Background: an optimization exercise with open tools, aiming at small area, a short achievable clock period and few clock cycles per item. Do not read the settings as production practice.
At most, simulation tests tie the RTL to the original design; equivalence was not proved.
Function not checked in runs 1 to 3: the RTL went through the layout flow alone.

==> design/flow/design.v <==
`timescale 1ns/1ps
module average #(
    parameter NOF_BITS = 32,
    parameter WIDTH = 32
) (
    input  wire                     clk,
    input  wire                     rst_n,
    input  wire                     start,
    input  wire                     data_first,
    input  wire                     data_last,
    input  wire [NOF_BITS-1:0]      data_in,
    output wire [NOF_BITS:0]        data_out,
    output reg                      busy,
    output reg                      TO,
    output reg                      done
);
    localparam K  = 1;                     
    localparam QW = ((33 + K - 1) / K) * K;  
    localparam [5:0] LOAD_FAST = QW / K - 1;
    localparam [5:0] LOAD_SLOW = QW - 1;
    reg        wt, dv;
    reg [5:0]  c;           
    reg [16:0] cnt;         
    reg [QW-1:0] q;         
    reg [15:0] r;           
    wire fast = (K > 1) && (cnt[16:6] == 11'd0);
    reg [5:0]    fr;
    reg [QW-1:0] fq;
    reg [6:0]    ft;
    integer j;
    always @(*) begin
        fr = r[5:0];
        fq = q;
        for (j = 0; j < K; j = j + 1) begin
            ft = {fr, fq[QW-1]};
            if (ft >= {1'b0, cnt[5:0]}) begin
                ft = ft - {1'b0, cnt[5:0]};
                fq = {fq[QW-2:0], 1'b1};
            end else begin
                fq = {fq[QW-2:0], 1'b0};
            end
            fr = ft[5:0];
        end
    end
    wire [16:0] st = {r, q[QW-1]};
    wire        sge = (st >= cnt);
    wire [16:0] sd = st - cnt;
    wire [15:0] sr = sge ? sd[15:0] : st[15:0];
    wire [QW-1:0] sq = {q[QW-2:0], sge};
    wire [32:0] acc = (q[32:0] & {33{busy}}) + {1'b0, data_in};
    wire cnt_lt63 = fast && (cnt[5:0] != 6'd63);
    wire [5:0] load = (!busy || cnt_lt63) ? LOAD_FAST : LOAD_SLOW;
    always @(posedge clk) begin
        if (dv) begin
            q <= fast ? fq : sq;
            r <= fast ? {sr[15:6], fr} : sr;
        end else begin
            q <= {{(QW-33){1'b0}}, acc};
            r <= 16'd0;
        end
        if (!busy)    cnt <= 17'd1;
        else if (!dv) cnt <= cnt + 17'd1;
        if (wt) begin
            if (data_first) c <= load;
            else            c <= c + 6'd1;
        end else if (busy) begin
            if (dv) c <= c - 6'd1;
            else    c <= load;
        end else begin
            c <= 6'd0;
        end
    end
    always @(posedge clk or negedge rst_n) begin
        if (!rst_n) begin
            wt   <= 1'b0;
            busy <= 1'b0;
            dv   <= 1'b0;
            TO   <= 1'b0;
            done <= 1'b0;
        end else begin
            TO   <= 1'b0;
            done <= 1'b0;
            if (wt) begin
                if (c == 6'd11) begin
                    wt <= 1'b0;
                    TO <= 1'b1;
                end else if (data_first && c < 6'd10) begin
                    wt   <= 1'b0;
                    busy <= 1'b1;
                    dv   <= data_last;
                end
            end else if (busy) begin
                if (dv) begin
                    if (c == 6'd0) begin
                        busy <= 1'b0;
                        dv   <= 1'b0;
                        done <= 1'b1;
                    end
                end else if (data_last) begin
                    dv <= 1'b1;
                end
            end else if (start) begin
                wt <= 1'b1;
            end
        end
    end
    assign data_out = q[32:0];
endmodule
==> design/flow/run.sh <==
#!/bin/bash
# synth_recipe.tcl (not shown) runs the flow's synth.tcl, then flattens the netlist and writes it again
# the make line also repeats each setting of config.mk as NAME=value (left out here)
make -C /OpenROAD-flow-scripts/flow DESIGN_CONFIG=/design/flow/config.mk WORK_HOME=/design/flow/orfs CLKGATE_MAP_FILE= SYNTH_SCRIPT=/design/flow/synth_recipe.tcl finish
==> design/flow/config.mk <==
export PLATFORM = sky130hd
export DESIGN_NAME = average
export DESIGN_NICKNAME = average
export VERILOG_FILES = /design/flow/design.v
export SDC_FILE = /design/flow/constraint.sdc
export NUM_CORES = 4
export LEC_CHECK = 0
export CAP_MARGIN = 20
export CORE_MARGIN = 2
export CORE_UTILIZATION = 40
export SETUP_SLACK_MARGIN = 5
export SLEW_MARGIN = 20
==> design/flow/constraint.sdc <==
create_clock -name core_clock -period 8.0 [get_ports {clk}]
set_input_delay 1.6000 -clock core_clock [delete_from_list [all_inputs] [get_ports {clk}]]
set_output_delay 1.6000 -clock core_clock [all_outputs]
set_load 0.01 [all_outputs]
==> results of run 1 <==
==> cells in the final DEF, fill, tap and decap left out, drive strengths merged, types with 30 or more instances in the layout <==
master	n
a21oi	74
nor2	45
o21ai	68
inv	32
clkdlybuf4s50	42
nand3	30
and2	52
nand2	76
ha	53
dfxtp	72
buf	82
==> final timing paths <==
path,slack (ns),end,from
hold / removal,0.48,q[9],q[8]
min in group asynchronous,1.49,done,rst_n
max in group asynchronous,6.27,dv,rst_n
setup reg to reg,5.14,q[21],busy
hold reg to reg,0.48,q[9],q[8]
setup / recovery,4.77,q[30],data_in[0]
==> area by class of cell <==
type                    instances  area share, %
multi-input cells             616           58.8
flip-flops and latches         77           18.3
repair buffers                149           15.3
clock buffers                  13           3.04
well taps                     184           2.69
inverters                      32           1.40
clock inverters                 2          0.409
==> cell families (layout without fill, tap and decap cells) <==
group	Yosys count	in the layout	share of synthesized area, %
flops	77	77	26.3
simple gates	276	276	23.7
mux	6	6	1.03
xor+xnor	45	45	6.61
compound gates	234	234	26.2
fa+ha+maj	55	55	11.8
buf+inv	67	196	4.45
==> timing repair <==
| action | in CTS | in global routing |
|---|---|---|
| gates resized for setup | 146 | 60 |
| pin swaps | 75 | 58 |
| setup endpoints to repair | 29 | 25 |
| hold buffers | 0 | 0 |
| buffers inserted | 42 | 32 |
| gates cloned | 0 | 0 |
==> worst max-delay path: cells and delay by family <==
family | cells | cell delay (ns)
AOI/OAI and AO/OA | 6 | 0.84
adders and majority gates | 2 | 0.52
buffers and inverters | 2 | 0.26
and+or+nand+nor | 1 | 0.22
==> sequential cells by signal (all words and copies together), names as in the netlist <==
signal and cells:
cnt 17, c 6, busy 1, q 33, r 16, TO 1
done 1, wt 1, dv 1
==> per-layer routing <==
layer  vias up  track usage, %  wire, um
met4         0            8.99       411
li1       2987               -         -
met5         -               0         0
met3        35            4.84       812
met1      2909            28.3      8250
met2       165            36.1      8520
==> qor.txt, run 1 <==
CTS clk-pin slew, worst paths = 0.06 ns
Diode count = 0
DRC viols = 0
Pre-antenna DRT Iters = 5
Antenna violations before repair = 1
Commonest cells post-synth = 75 x nand2_1, 72 x dfxtp_1, 67 x a21oi_1
Final Cell Area = 8570 um^2
Core Rows = 44
Ys flop type = dfxtp_1
Initial DRC Count = 415
Via Count = 6,096
CP max-delay cell = fa_2
Cells after DPL = 984
Wire per inst = 16.8 um
Core Region = 14,500 um^2
Post-layout min period = 3.23 ns
RSZ-0062 raised after global routing = true
Max Transition Viols Final = 0
Initial core utilization = 41.1%
Crit-path most repeated cell = a21oi_4
Final worst-path cycle share = 40.4%
Max FO, Critical Path = 6
Number of CTS-inserted buffers = 9
Nets = 977
Layout cells sized above 1 = 26.5%
Clock Latency Late Sink = 0.35 ns
Routed WL = 18,000 um
Critical Path RT = 8.20 ns
Endpoint class of the critical path = flip-flop
Maxcap violations = 0
Asr flop ratio synth = 6.49%
F_max = 310 MHz
Multi-input logic area = 5040 um^2
Final WS setup = 4.77 ns
I/O Buffers = 72
Slew margin rel. = 50.0%
Final setup TNS = 0 ns
Largest cells by area after synthesis = dfxtp_1 24%, ha_1 11%, a21oi_1 5.6%
Hold crit path type = flip-flop to flip-flop
Die height = 126 um
I/O pin count = 73
Dpl hpwl = 11,700 um
Number of global-route vias before repair = 5,952
Root Driver = clkbuf_16
Util after Layout = 59.0%
Placed cell areas = 6970 um^2
CTS H-tree lvls = 3
Flip-flop and latch area = 1570 um^2
Synth warn = 1
Setup Crit Path Kind = input pin to flip-flop
Hold Vio Cnt, Final = 0
Clock sinks = 77
Die X = 126 um
Worst path max stage delay = 0.37 ns
Mapped Area = 5970 um^2
Cells along the critical path = buf_6 > ha_4 > fa_2 > a21oi_4 > o21ai_2 > a41oi_4 > a21oi_4 > buf_4 > o2111ai_4 > and3b_1 > o31ai_2
Post-Syn Instances = 760
Critical Path Start Type = input pin
Worst hold stages = 2
GP Congestion = 0.879
Count leader, synth = nand2_1
Tightest Pin Transition = 0.751 ns
Worst slack, placed = 3.92 ns
GRT overflow = 0
Post-synthesis sequential area ratio = 26.3%
Synth area leader = dfxtp_1
GRT Overall Usage = 22.1%
Number of synthesized register bits = 77
DIE AREA = 15,900 um^2
Synthesized net count = 852
Worst EP arrival = 3.43 ns
TritonCTS clock tree = done
Pin count of the biggest net entering global routing = 73
Syn Area/Cell = 7.85 um^2
Area growth, synth to finish = 43.7%
Vias per cell = 5.68
Post-synth cell types = 82
First-pass GRT wire length = 29,100 um
Status = no timing/DRC/antenna violations
Clock skew = 0.00782 ns
Reg2Reg Depth = 13
Fillers = 1,278
Area share of the largest cell type after synthesis = 24.2%
Final Non-Filler Cells = 1,073
Final setup vio count = 0
Post-DRT Antenna Nets = 0
Number of synthesized flops with an enable pin = 0
Fin Hold WS = 0.476 ns
CTS max path bufs = 2
==> inputs of run 2 (changes only) <==
--- a/design/flow/design.v
+++ b/design/flow/design.v
@@ -14,7 +14,7 @@
     output reg                      TO,
     output reg                      done
 );
-    localparam K  = 1;                     
+    localparam K  = 3;                     
     localparam QW = ((33 + K - 1) / K) * K;  
     localparam [5:0] LOAD_FAST = QW / K - 1;
     localparam [5:0] LOAD_SLOW = QW - 1;
==> run 2 against run 1 <==
Compared with the run above:
- core utilization rose by 0.53 points
- synthesized cell count rose by 18%
- sequential share of layout area fell by 2.3 points
- clock skew rose by 0.0028 ns
- critical path depth rose by 13
- wire length rose by 16%
- setup slack got worse by 2.0 ns
- via count rose by 13%
- non-clock buffer count rose by 8
- largest cell class unchanged
==> qor.txt, run 2 <==
Post-Syn Instances = 897
Mapped Area = 6830 um^2
Layout cells sized above 1 = 27.4%
Clock Latency Late Sink = 0.36 ns
RSZ-0062 raised after global routing = true
Hold Vio Cnt, Final = 0
Ys flop type = dfxtp_1
Area share of the largest cell type after synthesis = 21.1%
Final WS setup = 2.73 ns
Slew margin rel. = 43.6%
Number of CTS-inserted buffers = 9
CTS max path bufs = 2
Post-synthesis sequential area ratio = 23.0%
Area growth, synth to finish = 45.1%
DIE AREA = 18,100 um^2
Status = no timing/DRC/antenna violations
Reg with most FFs = q
I/O Buffers = 72
Setup Crit Path Kind = flip-flop to flip-flop
Die height = 135 um
Critical Path RT = 8.24 ns
Final Cell Area = 9900 um^2
Clock sinks = 77
Asr flop ratio synth = 6.49%
Synth warn = 1
Max Transition Viols Final = 0
Final setup vio count = 0
Largest registers = q (33), cnt (17), r (16)
Largest cells by area after synthesis = dfxtp_1 21%, ha_1 12%, nand2_1 6.5%
Synth Area in Simple Gates = 24.4%
Pre-antenna DRT Iters = 5
Commonest cells after routing, fill and taps aside = 115 x nand2_1, 68 x buf_4, 65 x dfxtp_1
Worst EP arrival = 5.51 ns
F_max = 190 MHz
Synth area leader = dfxtp_1
Tightest Pin Transition = 0.839 ns
Antenna violations before repair = 0
GRT Overall Usage = 23.1%
Max FO, Critical Path = 7
Core Rows = 47
Worst slack, placed = 1.83 ns
Post-DRT Antenna Nets = 0
Initial DRC Count = 319
Endpoint class of the critical path = flip-flop
Compound-gate portion of the synthesized area = 21.9%
Clock skew = 0.0107 ns
Routed WL = 20,900 um
GRT overflow = 0
Commonest cells post-synth = 119 x nand2_1, 72 x dfxtp_1, 68 x nor2_1
Initial core utilization = 41.0%
Most common cell after layout, fill and taps aside = nand2_1
Post-synth cell types = 64
Nets = 1,133
Die X = 135 um
Diode count = 0
Synthesized net count = 1,003
Wire per inst = 16.7 um
Final setup TNS = 0 ns
DRC viols = 0
Max reg flops = 33
CTS H-tree lvls = 3
Placed cell areas = 8130 um^2
TritonCTS clock tree = done
Final worst-path cycle share = 65.8%
Number of global-route vias before repair = 6,658
Pin count of the biggest net entering global routing = 74
Number of synthesized flops with an enable pin = 0
Vias per cell = 5.52
Syn Area/Cell = 7.61 um^2
Core Region = 16,600 um^2
Post-synthesis mux area share = 5.37%
Post-synthesis adder-cell area fraction = 13.1%
Dpl hpwl = 13,800 um
Root Driver = clkbuf_16
Hold crit path type = flip-flop to flip-flop
Critical Path Start Type = flip-flop
Hold_buf cts = 0
Post-layout min period = 5.27 ns
Fin Hold WS = 0.488 ns
Main combinational cell family by area after synthesis = simple AND/OR/NAND/NOR gates
GP Congestion = 0.848
Number of synthesized register bits = 77
Synth Area in XOR/XNOR = 7.83%
Count leader, synth = nand2_1
I/O pin count = 73
CTS clk-pin slew, worst paths = 0.06 ns
Maxcap violations = 0
First-pass GRT wire length = 33,800 um
Via Count = 6,916
[run 2: path summary, 6_finish.rpt]
| path | startpoint | endpoint | slack, ns | cells after the start |
|---|---|---|---|---|
| worst max-delay path | cnt[2] | q[0] | 2.73 | 24 |
| worst min-delay path | r[13] | r[14] | 0.49 | 2 |
| worst max register to register | cnt[2] | q[0] | 2.73 | 24 |
| worst min register to register | r[13] | r[14] | 0.49 | 2 |
| max in group asynchronous | rst_n | dv | 6.27 | 1 |
| min in group asynchronous | rst_n | TO | 1.49 | 1 |
[run 2: what timing repair did]
item / in CTS / in global routing
pin swaps: 76 / 46
setup buffers: 53 / 26
resized for setup: 199 / 47
cloned: 0 / 0
setup endpoints to repair: 48 / 42
[run 2: kinds of logic (layout without fill, tap and decap cells)]
group	Yosys count	after routing
flip-flops	77	77
XOR/XNOR	61	61
adder cells (fa/ha/maj)	69	69
AO/OA/AOI/OAI	233	233
AND/OR/NAND/NOR	341	341
multiplexers	35	35
buffers and inverters	81	216
[run 2: worst max-delay path, cell delays in order (launching register included)]
cell,delay (ns)
dfxtp_4,0.37
inv_6,0.04
ha_4,0.22
o21ai_4,0.16
a21oi_2,0.07
o31a_1,0.30
nor2_4,0.19
mux2_4,0.35
ha_4,0.24
o21a_1,0.16
o31a_1,0.11
o21a_1,0.21
o31a_1,0.27
nor3_4,0.13
buf_6,0.18
mux2_4,0.33
ha_4,0.25
and3_4,0.14
a311o_1,0.27
o32ai_2,0.30
o311ai_2,0.17
mux2i_4,0.19
buf_12,0.15
mux2i_1,0.06
mux2_2,0.27
[run 2: area by class of cell]
| type | count | area (um^2) |
|---|---|---|
| fill | 1462 | 6740 |
| multi-input combinational | 739 | 6110 |
| sequential | 77 | 1580 |
| timing repair buffer | 157 | 1440 |
| tap | 220 | 275 |
| clock buffer | 9 | 225 |
| inverter | 43 | 174 |
| clock inverter | 7 | 97.6 |
[run 2: metal layers]
metal	share of wire [%]	vias up	GRT usage [%]
li1	-	3456	-
met2	47	145	37.8
met5	0	-	0
met3	3.5	33	2.85
met4	2.2	0	8.48
met1	48	3282	31.3
[run 2: per-stage QoR]
step / utilization [%] / std cells
after floorplan: - / 897
after global placement: 48.9 / 1157
after detailed placement: 48.9 / 1157
after CTS: 57.0 / 1226
after global routing: 59.5 / 1252
final: 59.5 / 1252
==> inputs of run 3 (changes only) <==
==> design/flow/design.v (replaced) <==
`timescale 1ns/1ps
module average #(
    parameter NOF_BITS = 32,
    parameter WIDTH = 32
) (
    input  wire                     clk,
    input  wire                     rst_n,
    input  wire                     start,
    input  wire                     data_first,
    input  wire                     data_last,
    input  wire [NOF_BITS-1:0]      data_in,
    output wire [NOF_BITS:0]        data_out,
    output reg                      busy,
    output reg                      TO,
    output reg                      done
);
    reg        wt, dv, lst;
    reg [5:0]  c;           
    reg [31:0] din;         
    reg [16:0] cnt;         
    reg [7:0]  n3;          
    reg [32:0] q;           
    reg [15:0] r;           
    wire fast = (cnt[16:6] == 11'd0);
    wire [7:0] t  = {r[5:0], q[31:30]};
    wire [7:0] d1, d2, d3;
    wire ge1, ge2, ge3;
    pfx_add #(8) u_d1 (.a(t), .b(~{2'b0, cnt[5:0]}),       .ci(1'b1), .s(d1), .co(ge1));
    pfx_add #(8) u_d2 (.a(t), .b(~{1'b0, cnt[5:0], 1'b0}), .ci(1'b1), .s(d2), .co(ge2));
    pfx_add #(8) u_d3 (.a(t), .b(~n3),                     .ci(1'b1), .s(d3), .co(ge3));
    wire [5:0] fr = ge3 ? d3[5:0] : ge2 ? d2[5:0] : ge1 ? d1[5:0] : t[5:0];
    wire [1:0] fd = {ge2, ge3 | (ge1 & !ge2)};
    wire [16:0] st = {r, q[31]};
    wire [16:0] sd;
    wire        sge;
    pfx_add #(17) u_sd (.a(st), .b(~cnt), .ci(1'b1), .s(sd), .co(sge));
    wire [15:0] sr = sge ? sd[15:0] : st[15:0];
    wire [32:0] acc;
    pfx_add #(33) u_acc (.a(q), .b({1'b0, din}), .ci(1'b0), .s(acc), .co());
    wire [5:0] load = (fast && cnt[5:0] != 6'd63) ? 6'd48 : 6'd32;
    wire       one  = fast && cnt[5:0] == 6'd0;    
    always @(posedge clk) begin
        din <= data_in;
        if (dv) begin
            q <= fast ? {1'b0, q[29:0], fd} : {1'b0, q[30:0], sge};
            r <= fast ? {sr[15:6], fr} : sr;
        end else if (busy) begin
            q <= acc;
            r <= {15'd0, acc[32]};
        end else begin
            q <= 33'd0;    
            r <= 16'd0;
        end
        if (!busy) begin
            cnt <= 17'd0;
            n3  <= 8'd0;
        end else if (!dv) begin
            cnt <= cnt + 17'd1;
            n3  <= n3 + 8'd3;
        end
        if (wt || dv) c <= c + 6'd1;
        else if (busy) c <= load;
        else c <= 6'd0;
    end
    always @(posedge clk or negedge rst_n) begin
        if (!rst_n) begin
            wt   <= 1'b0;
            busy <= 1'b0;
            dv   <= 1'b0;
            lst  <= 1'b0;
            TO   <= 1'b0;
            done <= 1'b0;
        end else begin
            TO   <= 1'b0;
            done <= 1'b0;
            lst  <= data_last;
            if (wt) begin
                if (c == 6'd11) begin
                    wt <= 1'b0;
                    TO <= 1'b1;
                end else if (data_first && c < 6'd10) begin
                    wt   <= 1'b0;
                    busy <= 1'b1;
                end
            end else if (busy) begin
                if (dv) begin
                    if (c == 6'd63) begin
                        busy <= 1'b0;
                        dv   <= 1'b0;
                        done <= 1'b1;
                    end
                end else if (lst) begin
                    if (one) begin
                        busy <= 1'b0;
                        done <= 1'b1;
                    end else begin
                        dv <= 1'b1;
                    end
                end
            end else if (start) begin
                wt <= 1'b1;
            end
        end
    end
    assign data_out = q[32:0];
endmodule
module pfx_add #(
    parameter W = 8
) (
    input  wire [W-1:0] a,
    input  wire [W-1:0] b,
    input  wire         ci,
    output wire [W-1:0] s,
    output wire         co
);
    localparam L = $clog2(W + 1);
    reg [W:0] g, p, gn, pn;
    integer i, k;
    always @(*) begin
        g = {a & b, ci};
        p = {a ^ b, 1'b0};
        for (k = 0; k < L; k = k + 1) begin
            gn = g;
            pn = p;
            for (i = 0; i <= W; i = i + 1)
                if ((i >> k) & 1) begin
                    gn[i] = g[i] | (p[i] & g[((i >> k) << k) - 1]);
                    pn[i] = p[i] & p[((i >> k) << k) - 1];
                end
            g = gn;
            p = pn;
        end
    end
    assign s  = a ^ b ^ g[W-1:0];
    assign co = g[W];
endmodule
--- a/design/flow/config.mk
+++ b/design/flow/config.mk
@@ -7,6 +7,6 @@
 export LEC_CHECK = 0
 export CAP_MARGIN = 20
 export CORE_MARGIN = 2
-export CORE_UTILIZATION = 40
+export CORE_UTILIZATION = 60
 export SETUP_SLACK_MARGIN = 5
 export SLEW_MARGIN = 20
==> run 3 against run 2 <==
Compared with the run above:
- still clean
- global-route usage up 4.3 points
- fmax increased by 71%
- worst hold slack lost 0.029 ns
- core utilization is 18 points higher
- final cell count fell by 22%
- critical path depth decreased by 10
- synthesized cell count is 17% lower
- critical endpoint is now r[0]
==> qor.txt, run 3 <==
Die X = 111 um
CP max-delay cell = dfxtp_4
CTS max path bufs = 2
Largest cells by area after synthesis = dfxtp_1 33%, ha_1 12%, mux2i_1 5.9%
F_max = 324 MHz
Largest registers = q (33), din (32), cnt (17)
Mapped Area = 6830 um^2
Commonest cells post-synth = 112 x dfxtp_1, 67 x ha_1, 66 x nor2_1
Pre-antenna DRT Iters = 7
Initial core utilization = 62.2%
Core Rows = 38
Final setup TNS = 0 ns
Critical Path RT = 8.29 ns
First-pass GRT wire length = 27,600 um
Synth warn = 4
Number of synthesized flops with an enable pin = 0
Dpl hpwl = 11,100 um
Status = no timing/DRC/antenna violations
Post-synthesis sequential area ratio = 35.0%
GP Congestion = 0.915
CTS H-tree lvls = 4
Hold_buf cts = 0
DRC viols = 0
Max Transition Viols Final = 0
Wire per inst = 16.7 um
Number of CTS-inserted buffers = 17
Synth Area in Simple Gates = 13.1%
Post-layout min period = 3.08 ns
Layout cells sized above 1 = 9.04%
Synthesized net count = 861
Initial DRC Count = 425
Tightest Pin Transition = 1.01 ns
Area share of the largest cell type after synthesis = 32.8%
Hold crit path type = flip-flop to flip-flop
Max reg flops = 33
Via Count = 5,764
Routed WL = 16,400 um
Cells along the critical path = ha_4 > o211ai_1 > o211a_1 > o21a_2 > a211oi_4 > o211ai_1 > a21boi_1 > o21a_1 > nor2_1 > fa_2 > xor2_1 > nor2_1 > a311oi_2 > nand3_1
Compound-gate portion of the synthesized area = 18.1%
Fillers = 760
Final WS setup = 4.92 ns
Synth Area in XOR/XNOR = 7.18%
Placed cell areas = 7650 um^2
Final setup vio count = 0
Util after Layout = 77.5%
Slew margin rel. = 32.7%
Diode count = 0
Count leader, synth = dfxtp_1
Clock skew = 0.00942 ns
Final Non-Filler Cells = 981
Post-DRT Antenna Nets = 0
Pin count of the biggest net entering global routing = 49
Setup Crit Path Kind = flip-flop to flip-flop
Cells after DPL = 939
GRT Overall Usage = 27.5%
Endpoint class of the critical path = flip-flop
Worst path max stage delay = 0.36 ns
Number of global-route vias before repair = 5,874
Ys flop type = dfxtp_1
Reg with most FFs = q
Area growth, synth to finish = 24.6%
Multi-input logic area = 4270 um^2
GRT overflow = 0
Final worst-path cycle share = 38.5%
Max FO, Critical Path = 4
I/O Buffers = 72
Clock sinks = 118
DIE AREA = 12,300 um^2
Maxcap violations = 0
I/O pin count = 73
CTS clk-pin slew, worst paths = 0.05 ns
Asr flop ratio synth = 5.08%
Post-synth cell types = 60
Critical Path Start Type = flip-flop
Final Cell Area = 8510 um^2
Post-Syn Instances = 744
Die height = 111 um
Post-synthesis mux area share = 6.19%
Post-synthesis adder-cell area fraction = 16.1%
Hold Vio Cnt, Final = 0
Worst slack, placed = 4.72 ns
Core Region = 11,000 um^2
TritonCTS clock tree = done
Syn Area/Cell = 9.18 um^2
Clock Latency Late Sink = 0.42 ns
Root Driver = clkbuf_16
Antenna violations before repair = 0
Main combinational cell family by area after synthesis = compound AO/OA/AOI/OAI gates
Synth area leader = dfxtp_1
Worst EP arrival = 3.37 ns
Commonest cells after routing, fill and taps aside = 99 x dfxtp_1, 66 x nor2_1, 59 x ha_1
Vias per cell = 5.88
Nets = 946
RSZ-0062 raised after global routing = true
Most common cell after layout, fill and taps aside = dfxtp_1
Number of synthesized register bits = 118
Flip-flop and latch area = 2420 um^2
[run 3: logic make-up (layout without fill, tap and decap cells)]
logic type               Yosys count  in the layout
flip-flops                       118            118
adder cells (fa/ha/maj)           80             80
multiplexers                      42             42
AO/OA/AOI/OAI                    179            179
AND/OR/NAND/NOR                  194            194
XOR/XNOR                          56             56
buffers and inverters             75            172
[run 3: layout make-up]
class	instances	share of cell area, %
well taps	140	2.06
inverters	56	2.47
clock inverters	6	0.750
multi-input cells	551	50.2
flip-flops and latches	118	28.4
clock buffers	25	6.19
repair buffers	85	9.93
[run 3: worst max-delay path, delay by kind of cell (launching register included)]
kind | cells | cell delay (ns)
AND/OR/NAND/NOR | 3 | 0.24
AO/OA/AOI/OAI | 8 | 1.62
adder cells (fa/ha/maj) | 2 | 0.60
flip-flops | 1 | 0.36
XOR/XNOR | 1 | 0.13
[run 3: final timing paths]
path	from	endpoint	slack (ns)	cells past startpoint
worst min register to register	r[11]	r[12]	0.46	2
max in group asynchronous	rst_n	busy	6.37	1
worst max register to register	q[4]	r[0]	4.92	14
worst max-delay path	q[4]	r[0]	4.92	14
worst min-delay path	r[11]	r[12]	0.46	2
min in group asynchronous	rst_n	done	1.42	1
[run 3: timing repair]
action / in CTS / in global routing
resized for setup: 28 / 25
pin swaps: 13 / 14
buffers inserted: 4 / 7
endpoints found under the setup margin: 21 / 30
[run 3: layer usage]
layer	part of all wire, %	vias to the layer above	GRT usage, %
met1	44	2707	35.5
met2	46	193	43.5
met4	2.9	0	11.4
met5	0	-	0
li1	-	2819	-
met3	6.9	45	7.55
[run 3: per-stage QoR]
step	hold slack [ns]
after global placement	0.444
final	0.458
after CTS	0.460
after floorplan	0.430
after detailed placement	0.452
after global routing	0.487
==> inputs of run 4 (changes only) <==
--- a/design/flow/design.v
+++ b/design/flow/design.v
@@ -22,7 +22,8 @@
     reg [32:0] q;           
     reg [15:0] r;           
     wire fast = (cnt[16:6] == 11'd0);
-    wire [7:0] t  = {r[5:0], q[31:30]};
+    wire [5:0] r0 = {r[5:1], r[0] | q[32]};    
+    wire [7:0] t  = {r0, q[31:30]};
     wire [7:0] d1, d2, d3;
     wire ge1, ge2, ge3;
     pfx_add #(8) u_d1 (.a(t), .b(~{2'b0, cnt[5:0]}),       .ci(1'b1), .s(d1), .co(ge1));
@@ -30,7 +31,7 @@
     pfx_add #(8) u_d3 (.a(t), .b(~n3),                     .ci(1'b1), .s(d3), .co(ge3));
     wire [5:0] fr = ge3 ? d3[5:0] : ge2 ? d2[5:0] : ge1 ? d1[5:0] : t[5:0];
     wire [1:0] fd = {ge2, ge3 | (ge1 & !ge2)};
-    wire [16:0] st = {r, q[31]};
+    wire [16:0] st = {r[15:1], r0[0], q[31]};
     wire [16:0] sd;
     wire        sge;
     pfx_add #(17) u_sd (.a(st), .b(~cnt), .ci(1'b1), .s(sd), .co(sge));
@@ -46,7 +47,7 @@
             r <= fast ? {sr[15:6], fr} : sr;
         end else if (busy) begin
             q <= acc;
-            r <= {15'd0, acc[32]};
+            r <= 16'd0;
         end else begin
             q <= 33'd0;    
             r <= 16'd0;
==> design/flow/flow/run.sh (new file) <==
#!/bin/bash
set -euo pipefail
bash standard.sh SETUP_SLACK_MARGIN=5.3 finish > make_finish.log 2>&1
==> design/flow/standard.sh (new file) <==
#!/bin/bash
# synth_recipe.tcl (not shown) runs the flow's synth.tcl, then flattens the netlist and writes it again
# the make line also repeats each setting of config.mk as NAME=value (left out here)
make -C /OpenROAD-flow-scripts/flow DESIGN_CONFIG=/design/flow/config.mk WORK_HOME=/design/flow/orfs CLKGATE_MAP_FILE= SYNTH_SCRIPT=/design/flow/synth_recipe.tcl "${@:-finish}"
removed: design/flow/run.sh
==> run 4 against run 3 <==
Compared with the run above:
- register-to-register slack better by 0.35 ns
- still clean
- fmax is 13% higher
- setup slack better by 0.35 ns
- critical path type unchanged
- largest cell class unchanged
- synthesized area is 0.60% higher
- wire length is 8.7% higher
- via count is 2.0% higher
==> qor.txt, run 4 <==
Ys flop type = dfxtp_1
Initial core utilization = 61.0%
Routed WL = 17,800 um
Asr flop ratio synth = 5.08%
Number of synthesized register bits = 118
Synth warn = 4
F_max = 366 MHz
Critical Path RT = 8.29 ns
Via Count = 5,880
Area growth, synth to finish = 26.3%
CTS H-tree lvls = 4
Initial DRC Count = 373
Slew margin rel. = 39.4%
Start point of the critical path = q[4]
Number of CTS-inserted buffers = 17
Largest cells by area after synthesis = dfxtp_1 33%, ha_1 12%, mux2i_1 6.7%
CTS clk-pin slew, worst paths = 0.06 ns
GP Congestion = 0.834
RR Startpoint = q[4]
RSZ-0062 raised after global routing = true
Post-Syn Instances = 744
Setup Crit Path Kind = flip-flop to flip-flop
Hold crit path type = flip-flop to flip-flop
Root Driver = clkbuf_16
Largest registers = q (33), din (32), cnt (17)
First-pass GRT wire length = 29,000 um
Syn Area/Cell = 9.23 um^2
Reg with most FFs = q
Number of global-route vias before repair = 6,002
Final setup vio count = 0
DRC viols = 0
CTS max path bufs = 2
Clock sinks = 118
Grt met1 use = 35.5%
Synth area leader = dfxtp_1
DIE AREA = 12,300 um^2
Routing usage on met2 = 48.4%
Tightest Pin Transition = 0.909 ns
Gr busiest metal = met2
Worst EP arrival = 3.02 ns
Hold Startpoint = c[0]
Antenna violations before repair = 0
Die height = 111 um
Pin count of the biggest net entering global routing = 51
Final setup TNS = 0 ns
Max Transition Viols Final = 0
GRT overflow = 0
Dpl hpwl = 11,600 um
Synthesized net count = 861
Layout cells sized above 1 = 19.1%
Max FO, Critical Path = 4
Clock Latency Late Sink = 0.43 ns
Max reg flops = 33
Count leader, synth = dfxtp_1
Status = no timing/DRC/antenna violations
Mapped Area = 6870 um^2
Commonest cells after routing, fill and taps aside = 78 x dfxtp_1, 64 x nor2_1, 53 x inv_1
Fin Hold WS = 0.478 ns
Commonest cells post-synth = 112 x dfxtp_1, 67 x ha_1, 66 x nor2_1
Most common cell after layout, fill and taps aside = dfxtp_1
Fillers = 798
Diode count = 0
Post-DRT Antenna Nets = 0
I/O pin count = 73
Hold Vio Cnt, Final = 0
Post-synth cell types = 68
Area share of the largest cell type after synthesis = 32.6%
Die X = 111 um
Pre-antenna DRT Iters = 6
Endpoint class of the critical path = flip-flop
Vias per cell = 5.97
Clock skew = 0.00935 ns
GRT Overall Usage = 29.2%
Number of synthesized flops with an enable pin = 0
I/O Buffers = 72
Post-synthesis sequential area ratio = 34.8%
Critical Path Start Type = flip-flop
Nets = 946
Final worst-path cycle share = 34.1%
Wire per inst = 18.1 um
TritonCTS clock tree = done
Core Rows = 39
GR Util met3 = 8.42%
Core Region = 11,300 um^2
Post-layout min period = 2.73 ns
Maxcap violations = 0
==> run 4: changes by cell type after synthesis, sizes merged, moves of 4 or more <==
cell,before,now
nand3,22,18
nor3,18,26
nand2,45,50
mux2i,40,46
a21o,17,10
xnor2,38,44
==> run 4: path summary, 6_finish.rpt <==
check	end	slack, ns	cells past startpoint
min in group asynchronous	wt	1.42	1
max in group asynchronous	busy	6.36	1
worst min-delay path	c[0]	0.48	1
worst max register to register	q[31]	5.27	11
worst max-delay path	q[31]	5.27	11
worst min register to register	c[0]	0.48	1
==> run 4: logic make-up after synthesis <==
family	count (synthesis)	synth area share, %
and+or+nand+nor	203	14.1
AOI/OAI and AO/OA	155	15.8
DFF	118	34.8
buffers and inverters	81	4.81
adders and majority gates	80	16.0
xor gates and xnor gates	60	7.65
muxes	47	6.87
==> run 4: repair_timing <==
item | 4_1_cts | 5_1_grt
gates resized for setup | 88 | 91
gates cloned | 2 | 1
hold buffers | 0 | 0
endpoints found under the hold margin | 0 | 0
buffers inserted | 4 | 8
pin swaps | 4 | 17
setup endpoints to repair | 54 | 52
==> run 4: final cells by class <==
class	instances	area [um^2]	share of cell area (%)
multi-input cells	548	4470	51.6
flip-flops and latches	118	2450	28.2
repair buffers	86	792	9.13
clock buffers	20	467	5.38
inverters	58	218	2.51
well taps	143	179	2.06
clock inverters	12	101	1.17
==> run 4: worst max-delay path, cell delays in order (launching register included) <==
cell,delay (ns)
dfxtp_4,0.36
ha_4,0.29
nand2_4,0.06
o311a_4,0.37
o211ai_4,0.23
nand3_4,0.13
a211oi_4,0.27
o41ai_2,0.11
o21bai_1,0.20
fa_1,0.44
nand2_1,0.08
o21ai_1,0.07
==> run 4: per-layer routing <==
layer  vias to the layer above  share of wire, %
met5                         -                 0
met4                         0               3.3
met3                        51               5.6
met2                       195                49
met1                      2815                43
li1                       2819                 -
==> run 4: through the flow <==
step	area, um^2	utilization [%]	cells	setup WS [ns]
detailed placement	7670	68.1	938	5.02
global placement	7670	68.1	938	5.09
CTS	8340	74.0	976	5.23
global route	8680	77.0	985	5.19
finish	8680	77.0	985	5.27
floorplan	6870	-	744	5.32
Testbench counts of run 4, summed over its fixed seeds: cycles 27,663, items 800.
==> inputs of run 5 (changes only) <==
==> design/flow/flow/run.sh (replaced) <==
#!/bin/bash
set -euo pipefail
bash standard.sh SETUP_SLACK_MARGIN=5.5 finish > make_finish.log 2>&1
==> run 5 against run 4 <==
Compared with the run above:
- die area is the same
- clock skew is essentially flat
- core utilization grew 6.8 points
- setup slack gained 0.048 ns
- final area grew 8.8%
- wire length grew 5.9%
- sequential share of layout area shrank 1.7 points
- non-clock buffer count grew 48
- critical endpoint unchanged
==> qor.txt, run 5 <==
Util after Layout = 83.8%
Largest registers = q (33), din (32), cnt (17)
Maxcap violations = 0
I/O Buffers = 72
Diode count = 0
Largest cells by area after synthesis = dfxtp_1 33%, ha_1 12%, mux2i_1 6.7%
Number of synthesized flops with an enable pin = 0
Setup Crit Path Kind = flip-flop to flip-flop
Hold Startpoint = c[0]
Max FO, Critical Path = 3
Vias per cell = 5.94
Pre-antenna DRT Iters = 7
Core Rows = 39
Top sig layer = met4
Critical Path RT = 8.29 ns
Synth area leader = dfxtp_1
Post-DRT Antenna Nets = 0
Placed cell areas = 7720 um^2
Slew margin rel. = 29.9%
Metal2 WL = 9560 um
Initial core utilization = 61.0%
CTS H-tree lvls = 4
Cells after DPL = 939
Commonest cells after routing, fill and taps aside = 67 x dfxtp_1, 63 x nor2_1, 59 x buf_4
Number of CTS-inserted buffers = 17
Hold Path Sink = c[0]
Worst EP arrival = 2.97 ns
Area growth, synth to finish = 37.4%
GRT overflow = 0
Final setup vio count = 0
Fillers = 615
Layout cells sized above 1 = 30.2%
Routed WL = 18,900 um
DIE AREA = 12,300 um^2
Nets = 993
RR Startpoint = q[2]
Clock Latency Late Sink = 0.42 ns
Via Count = 6,119
Die X = 111 um
Syn Area/Cell = 9.23 um^2
F_max = 373 MHz
Worst slack, placed = 5.19 ns
Worst hold stages = 1
GP Congestion = 0.924
Reg2Reg Depth = 11
Commonest cells post-synth = 112 x dfxtp_1, 67 x ha_1, 66 x nor2_1
DR WL met3 = 1120 um
Post-layout min period = 2.68 ns
Clock sinks = 118
I/O pin count = 73
Root Driver = clkbuf_16
Final WS setup = 5.32 ns
Number of synthesized register bits = 118
Post-synthesis sequential area ratio = 34.8%
Final worst-path cycle share = 33.5%
R2R setup slack = 5.32 ns
Endpoint class of the critical path = flip-flop
Critical Path Start Type = flip-flop
Critical R2R Capture = q[31]
Post-synth cell types = 68
Number of global-route vias before repair = 5,836
Final Cell Area = 9440 um^2
Reg with most FFs = q
CTS max path bufs = 2
Max reg flops = 33
Synth warn = 4
Count leader, synth = dfxtp_1
Core Region = 11,300 um^2
Wire per inst = 18.3 um
Initial DRC Count = 412
Dpl hpwl = 11,100 um
DRC viols = 0
Hold Vio Cnt, Final = 0
Final setup TNS = 0 ns
Area share of the largest cell type after synthesis = 32.6%
M1 WL = 7630 um
Status = no timing/DRC/antenna violations
CTS clk-pin slew, worst paths = 0.06 ns
Tightest Pin Transition = 1.05 ns
Die height = 111 um
GRT Overall Usage = 27.8%
Pin count of the biggest net entering global routing = 51
Ys flop type = dfxtp_1
Mapped Area = 6870 um^2
Clock skew = 0.00928 ns
Max Transition Viols Final = 0
Antenna violations before repair = 0
First-pass GRT wire length = 27,800 um
Fin Hold WS = 0.485 ns
Asr flop ratio synth = 5.08%
RSZ-0062 raised after global routing = true
Hold crit path type = flip-flop to flip-flop
TritonCTS clock tree = done
Final Non-Filler Cells = 1,030
Most common cell after layout, fill and taps aside = dfxtp_1
Synthesized net count = 861
Post-Syn Instances = 744
[run 5: layer usage]
layer  global-route usage, %  up-vias
li1                        -     2913
met1                    34.2     2933
met2                    47.6      226
met3                    6.45       47
met4                    10.3        0
met5                       0        -
[run 5: cell type report]
type | instances | area [um^2] | share of cell area (%)
well taps | 143 | 179 | 1.89
clock inverters | 6 | 114 | 1.21
multi-input cells | 547 | 4690 | 49.6
repair buffers | 134 | 1220 | 12.9
inverters | 58 | 221 | 2.35
clock buffers | 24 | 513 | 5.43
flip-flops and latches | 118 | 2500 | 26.5
[run 5: worst max path at each step]
stage / from / end / slack, ns / depth (start not counted)
after global routing: q[16] / q[31] / 5.28 / 11
after detailed placement: q[4] / q[31] / 5.19 / 11
after CTS: busy / busy / 5.35 / 1
final: q[2] / q[31] / 5.32 / 11
after global placement: q[4] / q[31] / 5.22 / 11
after floorplan: q[4] / q[31] / 5.42 / 11
[run 5: cell families (layout without fill, tap and decap cells)]
kind of cell,after synthesis,in the layout,synth area share [%]
AND/OR/NAND/NOR,203,203,14.1
XOR/XNOR,60,60,7.65
buffers and inverters,81,222,4.81
adder cells (fa/ha/maj),80,80,16.0
AO/OA/AOI/OAI,155,157,15.8
flip-flops,118,118,34.8
multiplexers,47,47,6.87
[run 5: worst max-delay path, cell delays in order (launching register included)]
cell      delay (ns)
dfxtp_4         0.36
ha_4            0.26
nor2_1          0.04
o311a_1         0.36
o211ai_2        0.23
nand3_2         0.17
a211oi_4        0.26
o41ai_2         0.10
o21bai_1        0.18
fa_2            0.46
nand2_1         0.07
o21ai_1         0.06
[run 5: what timing repair did]
action | CTS | global route
pin swaps | 11 | 33
hold buffers | 0 | 0
gates resized for setup | 243 | 88
gates cloned | 2 | 0
endpoints found under the setup margin | 55 | 57
buffers inserted | 34 | 25
==> inputs of run 6 (changes only) <==
==> design/flow/run.sh (new file) <==
#!/bin/bash
# synth_recipe.tcl (not shown) runs the flow's synth.tcl, then flattens the netlist and writes it again
# the make line also repeats each setting of config.mk as NAME=value (left out here)
make -C /OpenROAD-flow-scripts/flow DESIGN_CONFIG=/design/flow/config.mk WORK_HOME=/design/flow/orfs CLKGATE_MAP_FILE= SYNTH_SCRIPT=/design/flow/synth_recipe.tcl finish
removed: design/flow/flow/run.sh
removed: design/flow/standard.sh
==> run 6 against run 5 <==
Compared with the run above:
- worst hold slack lost 0.015 ns
- final area shrank 12%
- sequential share of layout area grew 2.3 points
- via count shrank 9.0%
- synthesized area is the same
- critical endpoint is now data_out[29]
- largest cell class unchanged
==> qor.txt, run 6 <==
Final WS setup = 5.03 ns
Synth Area in XOR/XNOR = 7.65%
Hold crit path type = flip-flop to flip-flop
Post-synthesis adder-cell area fraction = 16.0%
Nets = 937
Worst slack, placed = 5.02 ns
Diode count = 0
Post-layout min period = 2.97 ns
Largest cells by area after synthesis = dfxtp_1 33%, ha_1 12%, mux2i_1 6.7%
Fin Hold WS = 0.470 ns
Initial DRC Count = 417
Post-DRT Antenna Nets = 0
Dpl hpwl = 11,000 um
Cells along the critical path = clkdlybuf4s50_1
Pin count of the biggest net entering global routing = 51
Reg2Reg Depth = 11
Setup Crit Path Kind = flip-flop to output port
Hold Startpoint = c[0]
Ys flop type = dfxtp_1
Commonest cells after routing, fill and taps aside = 107 x dfxtp_1, 67 x ha_1, 66 x nor2_1
First-pass GRT wire length = 27,000 um
Critical Path Start Type = flip-flop
DIE AREA = 12,300 um^2
Pre-antenna DRT Iters = 5
Asr flop ratio synth = 5.08%
TritonCTS clock tree = done
Layout cells sized above 1 = 7.92%
GRT overflow = 0
Mapped Area = 6870 um^2
Worst path max stage delay = 0.57 ns
Final Cell Area = 8340 um^2
Area growth, synth to finish = 21.4%
Max reg flops = 33
Number of synthesized register bits = 118
GP Congestion = 0.897
Final worst-path cycle share = 37.1%
Core Region = 11,300 um^2
RSZ-0062 raised after global routing = true
Synth Area in Simple Gates = 14.1%
Clock sinks = 118
F_max = 337 MHz
Syn Area/Cell = 9.23 um^2
Worst hold stages = 1
Wire per inst = 16.2 um
Reg with most FFs = q
GRT Overall Usage = 27.0%
Number of CTS-inserted buffers = 17
Clock Latency Late Sink = 0.43 ns
Largest registers = q (33), din (32), cnt (17)
Synthesized net count = 861
Post-synthesis sequential area ratio = 34.8%
Die X = 111 um
CP max-delay cell = clkdlybuf4s50_1
RR Startpoint = q[4]
Post-synthesis mux area share = 6.87%
Slew margin rel. = 27.6%
Area share of the largest cell type after synthesis = 32.6%
Number of global-route vias before repair = 5,682
Die height = 111 um
Vias per cell = 5.70
Commonest cells post-synth = 112 x dfxtp_1, 67 x ha_1, 66 x nor2_1
Core Rows = 39
Count leader, synth = dfxtp_1
Tightest Pin Transition = 1.09 ns
CTS max path bufs = 2
Number of synthesized flops with an enable pin = 0
Initial core utilization = 61.0%
Max Transition Viols Final = 0
Compound-gate portion of the synthesized area = 15.8%
Start point of the critical path = q[29]
Final setup TNS = 0 ns
Main combinational cell family by area after synthesis = adder cells
Critical Path RT = 6.40 ns
Maxcap violations = 0
Hold Vio Cnt, Final = 0
Antenna violations before repair = 0
Placed cell areas = 7680 um^2
Max FO, Critical Path = 4
Hold_buf cts = 0
CTS clk-pin slew, worst paths = 0.06 ns
I/O pin count = 73
I/O Buffers = 72
Root Driver = clkbuf_16
Endpoint class of the critical path = output port
Routed WL = 15,800 um
Status = no timing/DRC/antenna violations
Fillers = 836
Most common cell after layout, fill and taps aside = dfxtp_1
Final setup vio count = 0
Post-Syn Instances = 744
Post-synth cell types = 68
Synth warn = 4
CTS H-tree lvls = 4
Clock skew = 0.0131 ns
Critical path depth = 1
Delay-heaviest family, CP = buffers and inverters
Synth area leader = dfxtp_1
Crit path buf inv count = 1
Worst EP arrival = 1.37 ns
DRC viols = 0
Via Count = 5,566
## run 6: metal layers
metal  track usage [%]  wire [um]  up-vias
li1                  -          -     2798
met1              33.4       7120     2622
met2              44.6       7580      109
met3              7.33        707       37
met4              11.4        405        0
met5                 0          0        -
## run 6: area by class of cell
cell class / count / area (um^2) / share of cell area (%)
clock buffers: 20 / 447 / 5.35
well taps: 143 / 179 / 2.14
repair buffers: 79 / 802 / 9.61
clock inverters: 12 / 129 / 1.54
multi-input cells: 546 / 4170 / 49.9
inverters: 58 / 218 / 2.61
flip-flops and latches: 118 / 2400 / 28.8
## run 6: final timing paths
check	endpoint	slack (ns)
min in group asynchronous	wt	1.40
max in group asynchronous	busy	6.37
min reg2reg	c[0]	0.47
max reg2reg	q[31]	5.11
max	data_out[29]	5.03
min	c[0]	0.47
## run 6: kinds of logic after synthesis
logic type | Yosys count
and+or+nand+nor | 203
buffers and inverters | 81
xor gates and xnor gates | 60
adders and majority gates | 80
AOI/OAI and AO/OA | 155
DFF | 118
muxes | 47
## run 6: through the flow
| stage | instances | utilization (%) |
|---|---|---|
| after floorplan | 744 | - |
| after global placement | 939 | 68.1 |
| after detailed placement | 939 | 68.1 |
| after CTS | 972 | 73.3 |
| after global routing | 976 | 74.0 |
| final | 976 | 74.0 |
## run 6: repair_timing
| action | CTS | global route |
|---|---|---|
| gates cloned | 0 | 1 |
| buffers inserted | 1 | 3 |
| resized for setup | 17 | 19 |
| endpoints found under the setup margin | 15 | 23 |
| pin swaps | 0 | 2 |
==> inputs of run 7 (changes only) <==
--- a/design/flow/design.v
+++ b/design/flow/design.v
@@ -115,17 +115,22 @@
     output wire         co
 );
     localparam L = $clog2(W + 1);
-    reg [W:0] g, p, gn, pn;
+    reg [W:0] g0, p0, g, p, gn, pn;
     integer i, k;
     always @(*) begin
-        g = {a & b, ci};
-        p = {a ^ b, 1'b0};
+        g0 = {a & b, ci};
+        p0 = {a ^ b, 1'b0};
+        g = g0;
+        p = p0;
         for (k = 0; k < L; k = k + 1) begin
             gn = g;
             pn = p;
             for (i = 0; i <= W; i = i + 1)
                 if ((i >> k) & 1) begin
-                    gn[i] = g[i] | (p[i] & g[((i >> k) << k) - 1]);
+                    if (k > 0 && i == (1 << k))
+                        gn[i] = (g0[i] | (p0[i] & g0[i-1])) | (p0[i] & p0[i-1] & g[i-2]);
+                    else
+                        gn[i] = g[i] | (p[i] & g[((i >> k) << k) - 1]);
                     pn[i] = p[i] & p[((i >> k) << k) - 1];
                 end
             g = gn;
==> run 7 against run 6 <==
Compared with the run above:
- still clean on timing, DRC and antenna
- setup slack gained 0.0052 ns
- non-clock buffer count grew 2
- final area grew 1.8%
- critical path type unchanged
- highest routed layer unchanged
==> qor.txt, run 7 <==
Area share of the largest cell type after synthesis = 32.5%
Area growth, synth to finish = 23.0%
First-pass GRT wire length = 27,200 um
Max reg flops = 33
Syn Area/Cell = 9.00 um^2
R2R setup slack = 5.17 ns
Synthesized net count = 875
Status = no timing/DRC/antenna violations
Critical Path RT = 6.40 ns
Flip-flop and latch area = 2410 um^2
Cells along the critical path = clkdlybuf4s50_1
Critical Path Start Type = flip-flop
Endpoint class of the critical path = output port
Root Driver = clkbuf_16
Multi-input logic area = 4300 um^2
Dpl hpwl = 11,300 um
GRT overflow = 0
Max Transition Viols Final = 0
Routed WL = 16,100 um
Wire per inst = 16.0 um
Delay-heaviest family, CP = buffers and inverters
Asr flop ratio synth = 5.08%
Post-layout min period = 2.97 ns
Largest cells by area after synthesis = dfxtp_1 32%, ha_1 13%, mux2i_1 7.4%
Max FO, Critical Path = 6
Layout cells sized above 1 = 9.16%
Post-Syn Instances = 767
Synth warn = 4
Clock sinks = 118
Count leader, synth = dfxtp_1
Worst path max stage delay = 0.55 ns
Post-synthesis sequential area ratio = 34.7%
Ys flop type = dfxtp_1
F_max = 337 MHz
Core Rows = 39
Initial DRC Count = 380
Clock skew = 0.00735 ns
Nets = 957
Most common cell after layout, fill and taps aside = dfxtp_1
Commonest cells after routing, fill and taps aside = 103 x dfxtp_1, 79 x nor2_1, 70 x ha_1
Commonest cells post-synth = 112 x dfxtp_1, 79 x nor2_1, 70 x ha_1
Final setup TNS = 0 ns
Reg with most FFs = q
Slew margin rel. = 34.4%
GP Congestion = 0.825
RSZ-0062 raised after global routing = false
Die X = 111 um
I/O pin count = 73
Mapped Area = 6900 um^2
Post-synth cell types = 69
CTS max path bufs = 2
Via Count = 5,819
Final worst-path cycle share = 37.1%
Final setup vio count = 0
Hold_buf cts = 0
Post-DRT Antenna Nets = 0
GRT Overall Usage = 26.8%
Maxcap violations = 0
Diode count = 0
Antenna violations before repair = 0
Clock Latency Late Sink = 0.42 ns
DRC viols = 0
Hold Vio Cnt, Final = 0
Synth area leader = dfxtp_1
Die height = 111 um
CTS H-tree lvls = 4
Hold crit path type = flip-flop to flip-flop
CP max-delay cell = clkdlybuf4s50_1
Setup Crit Path Kind = flip-flop to output port
Worst EP arrival = 1.37 ns
Number of synthesized flops with an enable pin = 0
Crit path buf inv count = 1
Largest registers = q (33), din (32), cnt (17)
CTS clk-pin slew, worst paths = 0.05 ns
Tightest Pin Transition = 0.982 ns
Fillers = 827
Core Region = 11,300 um^2
DIE AREA = 12,400 um^2
Pre-antenna DRT Iters = 5
Number of global-route vias before repair = 5,806
TritonCTS clock tree = done
Number of synthesized register bits = 118
Initial core utilization = 61.0%
I/O Buffers = 72
Number of CTS-inserted buffers = 17
Vias per cell = 5.79
Pin count of the biggest net entering global routing = 52
## run 7: stage by stage
step / util (%) / worst slack (ns) / area [um^2] / instances / hold slack, ns
2_1_floorplan: - / 5.42 / 6900 / 767 / 0.426
3_3_place_gp: 68.3 / 5.21 / 7740 / 966 / 0.441
3_5_place_dp: 68.4 / 5.11 / 7740 / 966 / 0.452
4_1_cts: 73.9 / 4.96 / 8370 / 998 / 0.465
5_1_grt: 75.0 / 4.99 / 8490 / 1005 / 0.506
6_report: 75.0 / 5.03 / 8490 / 1005 / 0.459
## run 7: worst reg2reg max path, stage by stage (launching register included)
cell      delay, ns
dfxtp_1        0.33
or2_2          0.34
ha_1           0.36
o21ai_1        0.15
a211oi_1       0.49
a31oi_4        0.25
nand2b_1       0.20
mux2i_1        0.20
mux2i_1        0.10
o32a_1         0.31
nand2_1        0.06
## run 7: what timing repair did
action                     in CTS  in global routing
cloned                          0                  0
setup buffers                   0                  7
hold endpoints to repair        0                  0
gates resized for setup        13                 23
setup endpoints to repair      12                 27
## run 7: per-layer routing
| layer | vias to the layer above | GRT usage, % | routed length [um] | part of all wire, % |
|---|---|---|---|---|
| li1 | 2940 | - | - | - |
| met1 | 2733 | 33.0 | 7120 | 44 |
| met2 | 119 | 45.8 | 7940 | 49 |
| met3 | 27 | 6.78 | 741 | 4.6 |
| met4 | 0 | 8.81 | 278 | 1.7 |
| met5 | - | 0 | 0 | 0 |
## run 7: logic make-up after synthesis
| family | count (synthesis) | share of synthesized area, % |
|---|---|---|
| DFF | 118 | 34.7 |
| adders and majority gates | 71 | 13.0 |
| xor gates and xnor gates | 66 | 8.38 |
| and+or+nand+nor | 224 | 15.6 |
| AOI/OAI and AO/OA | 174 | 17.1 |
| buffers and inverters | 60 | 3.43 |
| muxes | 54 | 7.89 |
## run 7: worst paths after layout
check	start	to	cells past startpoint
max	q[30]	data_out[30]	1
min reg2reg	c[0]	c[0]	1
max reg2reg	q[32]	r[0]	10
max in group asynchronous	rst_n	busy	1
min	c[0]	c[0]	1
min in group asynchronous	rst_n	done	1
## run 7: cell type report
class,instances,area share [%]
Timing Repair Buffer,81,9.76
Inverter,42,1.86
Clock buffer,21,5.54
Tap cell,143,2.11
Sequential cell,118,28.4
Clock inverter,11,1.74
Multi-Input combinational cell,589,50.6
Testbench counts of run 7, summed over its fixed seeds: cycles 27,663, items 800.
==> inputs of run 8 (changes only) <==
==> design/flow/flow/run.sh (new file) <==
#!/bin/bash
set -euo pipefail
bash standard.sh SETUP_SLACK_MARGIN=5.4 finish > make_finish.log 2>&1
==> design/flow/standard.sh (new file) <==
#!/bin/bash
# synth_recipe.tcl (not shown) runs the flow's synth.tcl, then flattens the netlist and writes it again
# the make line also repeats each setting of config.mk as NAME=value (left out here)
make -C /OpenROAD-flow-scripts/flow DESIGN_CONFIG=/design/flow/config.mk WORK_HOME=/design/flow/orfs CLKGATE_MAP_FILE= SYNTH_SCRIPT=/design/flow/synth_recipe.tcl "${@:-finish}"
removed: design/flow/run.sh
==> run 8 against run 7 <==
Compared with the run above:
- still clean on timing, DRC and antenna
- global-route usage increased by 1.5 points
- via count increased by 5.4%
- clock-buffer cell count unchanged
- critical path depth increased by 8
- final cell count increased by 3.2%
- fmax increased by 13%
- die area unchanged
- wire length increased by 10%
- clock skew about the same
- worst hold slack improved by 0.00081 ns
- sequential share of layout area decreased by 0.56 points
- highest routed layer unchanged
==> qor.txt, run 8 <==
First-pass GRT wire length = 28,600 um
Crit path buf inv count = 0
F_max = 380 MHz
Status = no timing/DRC/antenna violations
Slew margin rel. = 41.7%
Initial DRC Count = 359
Synth area leader = dfxtp_1
Maxcap violations = 0
GP Congestion = 0.825
R2R setup slack = 5.37 ns
Post-layout min period = 2.63 ns
Final worst-path cycle share = 32.9%
I/O pin count = 73
Max FO, Critical Path = 5
Core Region = 11,300 um^2
Critical Path RT = 8.26 ns
CTS H-tree lvls = 4
Setup Crit Path Kind = flip-flop to flip-flop
Reg with most FFs = q
RR Startpoint = q[32]
Count leader, synth = dfxtp_1
Initial core utilization = 61.0%
Vias per cell = 5.92
Worst hold stages = 1
Commonest cells after routing, fill and taps aside = 78 x nor2_1, 76 x dfxtp_1, 61 x ha_1
Max reg flops = 33
Number of synthesized flops with an enable pin = 0
Reg2Reg Depth = 9
Nets = 989
Synthesized net count = 875
Final Non-Filler Cells = 1,037
Mapped Area = 6900 um^2
Die X = 111 um
CTS max path bufs = 2
Dpl hpwl = 11,300 um
Clock Latency Late Sink = 0.42 ns
GRT overflow = 0
Largest registers = q (33), din (32), cnt (17)
Endpoint class of the critical path = flip-flop
Post-Syn Instances = 767
Hold_buf cts = 0
Hold Startpoint = c[0]
RSZ-0062 raised after global routing = true
Synth warn = 4
Critical R2R Capture = r[5]
Number of CTS-inserted buffers = 17
Pin count of the biggest net entering global routing = 52
Hold crit path type = flip-flop to flip-flop
Most common cell after layout, fill and taps aside = nor2_1
Cells along the critical path = or2_4 > ha_1 > o21a_1 > o31a_1 > o21ai_0 > nor4b_1 > o32ai_1 > a21oi_1 > a211oi_1
Core Rows = 39
Layout cells sized above 1 = 23.0%
Critical Path Start Type = flip-flop
Post-synth cell types = 69
Asr flop ratio synth = 5.08%
Diode count = 0
Hold Vio Cnt, Final = 0
Post-DRT Antenna Nets = 0
Routed WL = 17,700 um
Delay-heaviest family, CP = compound AO/OA/AOI/OAI gates
Syn Area/Cell = 9.00 um^2
DIE AREA = 12,400 um^2
CTS clk-pin slew, worst paths = 0.06 ns
Cells after DPL = 966
Area share of the largest cell type after synthesis = 32.5%
Worst EP arrival = 2.89 ns
Clock sinks = 118
Commonest cells post-synth = 112 x dfxtp_1, 79 x nor2_1, 70 x ha_1
I/O Buffers = 72
Fin Hold WS = 0.460 ns
Max Transition Viols Final = 0
Ys flop type = dfxtp_1
Hold Path Sink = c[0]
Final setup TNS = 0 ns
Via Count = 6,135
Number of global-route vias before repair = 6,081
Post-synthesis sequential area ratio = 34.7%
Pre-antenna DRT Iters = 5
Tightest Pin Transition = 0.871 ns
Wire per inst = 17.1 um
CP max-delay cell = nor4b_1
Final setup vio count = 0
Worst path max stage delay = 0.36 ns
GRT Overall Usage = 28.2%
Largest cells by area after synthesis = dfxtp_1 32%, ha_1 13%, mux2i_1 7.4%
TritonCTS clock tree = done
Area growth, synth to finish = 28.4%
DRC viols = 0
Clock skew = 0.00698 ns
Antenna violations before repair = 0
Number of synthesized register bits = 118
Critical path depth = 9
Die height = 111 um
Root Driver = clkbuf_16
==> run 8: worst max path at each step <==
| stage | start | to | slack [ns] |
|---|---|---|---|
| final | q[32] | r[5] | 5.37 |
| after floorplan | q[32] | r[10] | 5.42 |
| after global routing | cnt[2] | r[5] | 5.16 |
| after detailed placement | q[32] | r[5] | 5.11 |
| after CTS | q[31] | data_out[31] | 5.31 |
| after global placement | q[32] | r[5] | 5.21 |
==> run 8: per-layer routing <==
layer | routed length (um) | GRT usage, % | part of all wire [%] | vias to the layer above
met4 | 444 | 11.0 | 2.5 | 0
met5 | 0 | 0 | 0 | -
li1 | - | - | - | 3014
met1 | 7560 | 34.1 | 43 | 2908
met2 | 8890 | 48.3 | 50 | 173
met3 | 806 | 7.16 | 4.6 | 40
==> run 8: logic make-up (layout without fill, tap and decap cells) <==
group / Yosys count / in the layout / share of synthesized area [%]
AND/OR/NAND/NOR: 224 / 225 / 15.6
AO/OA/AOI/OAI: 174 / 174 / 17.1
adder cells (fa/ha/maj): 71 / 71 / 13.0
multiplexers: 54 / 54 / 7.89
XOR/XNOR: 66 / 66 / 8.38
buffers and inverters: 60 / 186 / 3.43
flip-flops: 118 / 118 / 34.7
==> run 8: worst reg2reg max path: cells and delay by family (launching register included) <==
family                   cells  cell delay (ns)
AO/OA/AOI/OAI                6             1.18
AND/OR/NAND/NOR              2             0.64
flip-flops                   1             0.31
adder cells (fa/ha/maj)      1             0.35
==> run 8: metrics by stage <==
stage	util [%]	instance area, um^2	setup WS [ns]
after global placement	68.3	7740	5.21
after CTS	76.2	8630	5.31
after global routing	78.3	8860	5.16
final	78.3	8860	5.37
after detailed placement	68.4	7740	5.11
after floorplan	-	6900	5.42
==> run 8: final cells by class <==
| cell class | instances | area (um^2) |
|---|---|---|
| multi-input cells | 590 | 4540 |
| flip-flops and latches | 118 | 2470 |
| fillers | 758 | 2460 |
| repair buffers | 112 | 905 |
| clock buffers | 21 | 470 |
| well taps | 143 | 179 |
| inverters | 42 | 158 |
| clock inverters | 11 | 148 |
==> run 8: what timing repair did <==
| item | in CTS | in global routing |
|---|---|---|
| buffers inserted | 26 | 12 |
| gates cloned | 1 | 0 |
| setup endpoints to repair | 60 | 40 |
| resized for setup | 182 | 51 |
| pin swaps | 2 | 17 |

-- port drivers added, routing unchanged --
Ports are ideal in the flow. The routed layouts listed here were re-timed in OpenROAD.
Step 1 assumes that a clkbuf_16 drives the clock port and a buf_2 every other input.
Step 2 adds t to the input delays and takes it off the output delays; t is the mean of the earliest and latest rising clock arrival at the registers after step 1. Input paths then give back, and output paths get back, about the clock's delay inside the block.
a / b / c = no drivers / after step 1 / after step 2; a / b = the first two.
| run | t, ns | setup WS [ns] | worst data-port slew with drivers (ns) |
|---|---|---|---|
| run 1 | 0.382 | 4.771 / 4.780 / 4.398 | 0.06 |
| run 2 | 0.397 | 2.733 / 2.733 / 2.733 | 0.05 |
| run 3 | 0.458 | 4.916 / 4.916 / 4.916 | 0.06 |
| run 4 | 0.462 | 5.271 / 5.271 / 5.271 | 0.04 |
| run 5 | 0.460 | 5.319 / 5.319 / 5.319 | 0.04 |
| run 6 | 0.468 | 5.030 / 4.990 / 5.113 | 0.04 |
| run 7 | 0.462 | 5.035 / 4.992 / 5.165 | 0.03 |
| run 8 | 0.463 | 5.370 / 5.354 / 5.370 | 0.03 |
After both steps every run listed still meets setup and hold. For run 1, which loses most, drivers alone change the setup slack by +0.009 ns; drivers and shift together by -0.373 ns.
